Background: an optimization exercise with open tools, aiming at small area and a short achievable clock period. Do not read the settings as production practice.
Only simulation tests tie the RTL to the original design; equivalence was not proved.
Power and IR drop assume default switching activity.

==> inputs of 07-16 <==
## custom_isa_extensions
module custom_isa_extensions (
    input wire clk,
    input wire resetn,
    input wire is_custom_instruction,
    input wire is_vconv_instruction,
    input wire is_relu_instruction,
    input wire is_madd_instruction,
    input wire is_gemm_instruction,
    input wire [31:0] rs1_data,
    input wire [31:0] rs2_data,
    input wire [31:0] rs3_data,
    input wire instruction_valid,
    output reg instruction_ready,
    output reg [31:0] result_data,
    input wire [31:0] mem_addr,
    input wire [31:0] mem_wdata,
    output reg [31:0] mem_rdata,
    input wire [3:0] mem_wstrb,
    input wire mem_valid,
    output wire mem_ready,
    input wire mem_we
);
export LEC_CHECK = 0
export ABC_CLOCK_PERIOD_IN_PS = 3000
export CAP_MARGIN = 20
export CORE_MARGIN = 2
export CORE_UTILIZATION = 55
export SETUP_SLACK_MARGIN = 5
export SLEW_MARGIN = 20
export TNS_END_PERCENT = 100
create_clock -name core_clock -period 9.0 [get_ports {clk}]
run.sh (not shown) runs the stock make flow with config.mk's settings and CLKGATE_MAP_FILE= SYNTH_SCRIPT=/design/flow/synth_recipe.tcl, a recipe that flattens the netlist after the stock synthesis.
==> inputs of 04-13, as changes to 07-16 <==
==> flow/flow/run.sh (new file) <==
#!/bin/bash
# Standard layout, with a larger setup repair margin (the SDC and its period are
# unchanged) and regular buffers instead of delay buffers on the ports.
set -euo pipefail
MARGIN=$(cat flow/margin.txt)
bash standard.sh "SETUP_SLACK_MARGIN=$MARGIN" \
  "BUFFER_PORTS_ARGS=-buffer_cell sky130_fd_sc_hd__buf_2" finish > standard_flow.log 2>&1
==> flow/flow/margin.txt (new file) <==
5.8
==> flow/standard.sh (new file) <==
#!/bin/bash
# synth_recipe.tcl (not shown) runs the flow's synth.tcl, then flattens the netlist and writes it again
# the make line also repeats each setting of config.mk as NAME=value (left out here)
make -C /OpenROAD-flow-scripts/flow DESIGN_CONFIG=/design/flow/config.mk WORK_HOME=/design/flow/orfs CLKGATE_MAP_FILE= SYNTH_SCRIPT=/design/flow/synth_recipe.tcl "${@:-finish}"
removed: flow/run.sh
==> inputs of 04-20, as changes to 07-16 <==
--- a/flow/design.v
+++ b/flow/design.v
@@ -25,19 +25,21 @@
     reg [4:0] cnt;               
     reg [31:0] temp;
     reg vph;                     
     reg fresh_v, fresh_g;        
     reg [15:0] vr [0:7];         
     reg [15:0] gr [0:15];        
     reg [15:0] xr, yr;           
     reg [15:0] sr, cr;           
-    reg [15:0] hr;               
+    reg [15:0] ar;               
+    reg [15:0] hd;               
     reg bm;                      
-    reg vwe, gwe;                
+    reg tacc;                    
+    reg m67;                     
     wire vc_last   = s_vc   & (cnt[3:0] == 4'd15);
     wire relu_last = s_relu & (cnt[1:0] == 2'd3);
     wire madd_last = mst[7];
     wire gemm_last = s_gemm & (cnt == 5'd31);
     wire go        = instruction_valid & is_custom_instruction;
     wire nbm       = ~bm;
     always @(posedge clk) begin
         if (!resetn) begin
@@ -70,25 +72,28 @@
     always @(posedge clk) begin
         if (!resetn || !(s_vc | s_relu | s_gemm))
             cnt <= 5'd0;
         else
             cnt <= cnt + 5'd1;
     end
     always @(posedge clk) begin
         if (!resetn) begin
-            vwe <= 1'b0;
-            gwe <= 1'b0;
-            bm  <= 1'b0;
+            bm   <= 1'b0;
+            tacc <= 1'b0;
+            m67  <= 1'b0;
         end else begin
-            vwe <= s_vc & ~vph & (cnt[3:0] >= 4'd1) & (cnt[3:0] <= 4'd8);
-            gwe <= s_gemm & (cnt >= 5'd1) & (cnt <= 5'd16);
-            bm  <= mst[2] | mst[3] | mst[4] | mst[5];
+            bm   <= mst[2] | mst[3] | mst[4] | mst[5];
+            tacc <= (s_vc & (cnt[3:0] >= 4'd7) & (cnt[3:0] <= 4'd14)) |
+                    (s_gemm & (cnt >= 5'd15) & (cnt <= 5'd30)) |
+                    mst[4] | mst[5] | mst[6];
+            m67  <= mst[5] | mst[6];
         end
     end
+    wire use_p = (s_vc & ~vph & ~cnt[3]) | (s_gemm & ~cnt[4]);
     always @(posedge clk) begin
         if (mst[0]) begin
             xr <= rs1_data[15:0];
             yr <= rs2_data[31:16];
         end else if (mst[1]) begin
             xr <= temp[31:16];
             yr <= temp[15:0];
         end else if (mst[2]) begin
@@ -96,17 +101,17 @@
             yr <= {temp[7:0], temp[15:8]};
         end else if (mst[3] | mst[5]) begin
             xr <= {xr[7:0], xr[15:8]};
             yr <= {yr[7:0], yr[15:8]};
         end else if (mst[4]) begin
             yr <= {yr[7:0], yr[15:8]};
         end else begin
             xr <= rs1_data[15:0];
-            yr <= rs2_data[15:0];
+            yr <= use_p ? rs2_data[15:0] : 16'd0;
         end
     end
     wire [15:0] cs_s, cs_c;
     wire cs_p0_0 = xr[0] & yr[0];
     wire cs_p0_1 = xr[0] & yr[1];
     wire cs_p0_2 = xr[0] & yr[2];
     wire cs_p0_3 = xr[0] & yr[3];
     wire cs_p0_4 = xr[0] & yr[4];
@@ -468,67 +473,80 @@
     assign cs_s[14] = cs_c102;
     assign cs_c[14] = cs_s103;
     assign cs_s[15] = cs_c103;
     assign cs_c[15] = cs_s104;
     always @(posedge clk) begin
         sr <= cs_s;
         cr <= cs_c;
     end
-    wire [15:0] vold = fresh_v ? 16'd0 : vr[6];
-    wire [15:0] gacc = fresh_g ? 16'd0 : gr[14];
-    wire [15:0] s2a  = s_vc ? vold : s_gemm ? gacc : (mst[3] | mst[4]) ? hr : 16'd0;
-    wire [15:0] p16  = s2a + sr + cr;
+    wire [15:0] p16 = ar + sr + cr;
+    always @(posedge clk) begin
+        if (s_dec)
+            ar <= is_vconv_instruction ? (fresh_v ? 16'd0 : vr[6])
+                                       : (fresh_g ? 16'd0 : gr[14]);
+        else if (s_vc)
+            ar <= fresh_v ? 16'd0 : vr[7];
+        else if (s_gemm)
+            ar <= fresh_g ? 16'd0 : gr[15];
+        else if (mst[1])
+            ar <= 16'd0;
+        else if (mst[2] | mst[3] | mst[4])
+            ar <= p16;
+    end
     integer i;
     always @(posedge clk) begin
         if (s_vc) begin
             for (i = 0; i < 7; i = i + 1)
                 vr[i] <= vr[i + 1];
             vr[7] <= vr[0];
-            vr[5] <= vwe ? p16 : vr[6];
+            vr[5] <= p16;
         end
     end
     always @(posedge clk) begin
         if (s_gemm) begin
             for (i = 0; i < 15; i = i + 1)
                 gr[i] <= gr[i + 1];
             gr[15] <= gr[0];
-            gr[13] <= gwe ? p16 : gr[14];
+            gr[13] <= p16;
         end
     end
     always @(posedge clk) begin
         if (!resetn) begin
             vph <= 1'b0;
             fresh_v <= 1'b1;
             fresh_g <= 1'b1;
         end else begin
-            if (vc_last) begin
+            if (vc_last)
                 vph <= ~vph;
+            if (s_vc & (cnt[3:0] == 4'd8))
                 fresh_v <= 1'b0;
-            end
-            if (gemm_last)
+            if (s_gemm & (cnt == 5'd16))
                 fresh_g <= 1'b0;
         end
     end
     always @(posedge clk) begin
-        if (mst[2] | mst[3] | mst[4])
-            hr <= p16;
+        if (s_vc & (cnt[3:0] >= 4'd7) & (cnt[3:0] <= 4'd14))
+            hd <= vr[1];
+        else if (s_gemm & (cnt >= 5'd15) & (cnt <= 5'd30))
+            hd <= gr[1];
+        else
+            hd <= 16'd0;
     end
-    wire [31:0] tu = s_vc   ? {16'd0, vr[0]} :
-                     s_gemm ? {16'd0, gr[0]} :
-                     mst[5] ? {hr, sr} : {8'd0, sr, 8'd0};
-    wire [31:0] tv = (s_vc | s_gemm) ? 32'd0 :
-                     mst[5] ? {16'd0, cr} : {8'd0, cr, 8'd0};
-    wire [31:0] t3s = temp ^ tu ^ tv;
-    wire [31:0] t3c = (temp & tu) | (temp & tv) | (tu & tv);
+    wire m5 = mst[5];
+    wire [31:0] tx = {ar & {16{m5}}, hd} | {8'd0, sr & {16{m67}}, 8'd0} |
+                     {16'd0, sr & {16{m5}}};
+    wire [31:0] ty = {8'd0, cr & {16{m67}}, 8'd0} | {16'd0, cr & {16{m5}}};
+    wire [31:0] t3s = temp ^ tx ^ ty;
+    wire [31:0] t3c = (temp & tx) | (temp & ty) | (tx & ty);
     wire [31:0] tsum = t3s + {t3c[30:0], 1'b0};
     always @(posedge clk) begin
         if (!resetn)
             temp <= 32'd0;
-        else if ((s_vc & cnt[3]) | (s_gemm & cnt[4]) | mst[5] | mst[6] | mst[7])
+        else if (tacc)
             temp <= tsum;
         else if (s_relu & (cnt[1:0] == 2'd0))
             temp <= rs1_data[31] ? 32'd0 : rs1_data;
         else if (mst[0])
             temp <= {rs1_data[31:16], rs2_data[15:0]};
         else if (mst[1])
             temp <= {xr, temp[15:0]};
         else if (mst[4])
==> results.py <==
metrics = {
    "setup_path": {
        "ff2ff_path_depth": 18,
    },
    "route": {
        "met2_length_um": 37400,
        "top_layer": "met5",
    },
    "clock_tree": {
        "clock_latency_ps": 630,
        "cts_resized": 249,
    },
    "hold_path": {
        "whs_endpoint": "gr[14][5]",
    },
    "cells_and_area": {
        "final_layout_size_suffix_gt1_frac": 0.281,
    },
    "pwr": {
        "swShare": 0.318,
        "peakVddDrop_mv": 0.200,
        "seq_power_uw": 3100,
    },
    "outcome": {
        "status": "finished clean",
    },
    "floorplan": {
        "initial_core_util": 0.557,
    },
}
Source of the figures above: 04-13

==> results.py <==
metrics = {
    "pwr": {
        "p_seq_frac": 0.512,
        "peakVddDrop_mv": 0.204,
        "swShare": 0.228,
        "seq_power_uw": 3090,
    },
    "hold_path": {
        "whs_endpoint": "gr[5][10]",
        "hold-path-cell-count": 0,
    },
    "placement": {
        "dp.cells": 3078,
        "placed_area_sq_mm": 0.0303,
    },
    "setup_path": {
        "ff2ff_path_depth": 16,
    },
    "clock_tree": {
        "clock_latency_ps": 640,
    },
    "route": {
        "via_per_inst": 5.84,
        "met2_length_um": 34000,
        "top_layer": "met4",
    },
    "synth": {
        "synthXorXnorAreaFrac": 0.0234,
        "synthMuxAreaShare": 0.0102,
    },
    "cells_and_area": {
        "multi_input_area_sq_mm": 0.0106,
        "final_layout_size_suffix_gt1_frac": 0.0677,
    },
    "outcome": {
        "status": "finished clean",
    },
}
Source of the figures above: 04-20

==> results.py <==
metrics = {
    "outcome": {
        "status": "finished clean",
    },
    "route": {
        "met2_length_um": 37000,
        "top_layer": "met5",
    },
    "sta": {
        "tightest_slew_ps": 1160,
    },
    "pwr": {
        "seq_power_uw": 3130,
        "peakVddDrop_mv": 0.225,
    },
    "setup_path": {
        "ff2ff_path_depth": 19,
    },
    "hold_path": {
        "whs_endpoint": "vr[6][8]",
    },
    "clock_tree": {
        "clock_latency_ps": 640,
        "cts_resized": 116,
    },
    "floorplan": {
        "initial_core_util": 0.557,
    },
}
Source of the figures above: 07-16

[afterwards: timing with drivers on the ports]
The results above use ideal ports. As a check the final layouts listed here were re-extracted and re-timed, cells and wires unchanged. Step 1 (the two cells are an assumption about what drives the block):
set clk [get_ports {clk}]
set_driving_cell -lib_cell sky130_fd_sc_hd__clkbuf_16 $clk
set_driving_cell -lib_cell sky130_fd_sc_hd__buf_2 [delete_from_list [all_inputs] $clk]
Step 2 also shifts input and output timing later by t, the mid clock arrival at the registers, as if the neighbouring blocks saw the same clock. Three values: ideal, step 1, step 2; two values: the first two.
| run | t (ns) | setup slack, ns | worst setup path after step 2 |
|---|---|---|---|
| 07-16 | 0.680 | 4.914 / 4.914 / 4.803 | input to register |
| 04-13 | 0.684 | 4.876 / 4.876 / 4.876 | register to register |
| 04-20 | 0.682 | 5.152 / 5.152 / 4.583 | input to register |
After both steps setup and hold are still met in every run listed. The setup slack of 04-20, which loses most, moves by 0.000 ns with the drivers and by -0.569 ns with both steps.
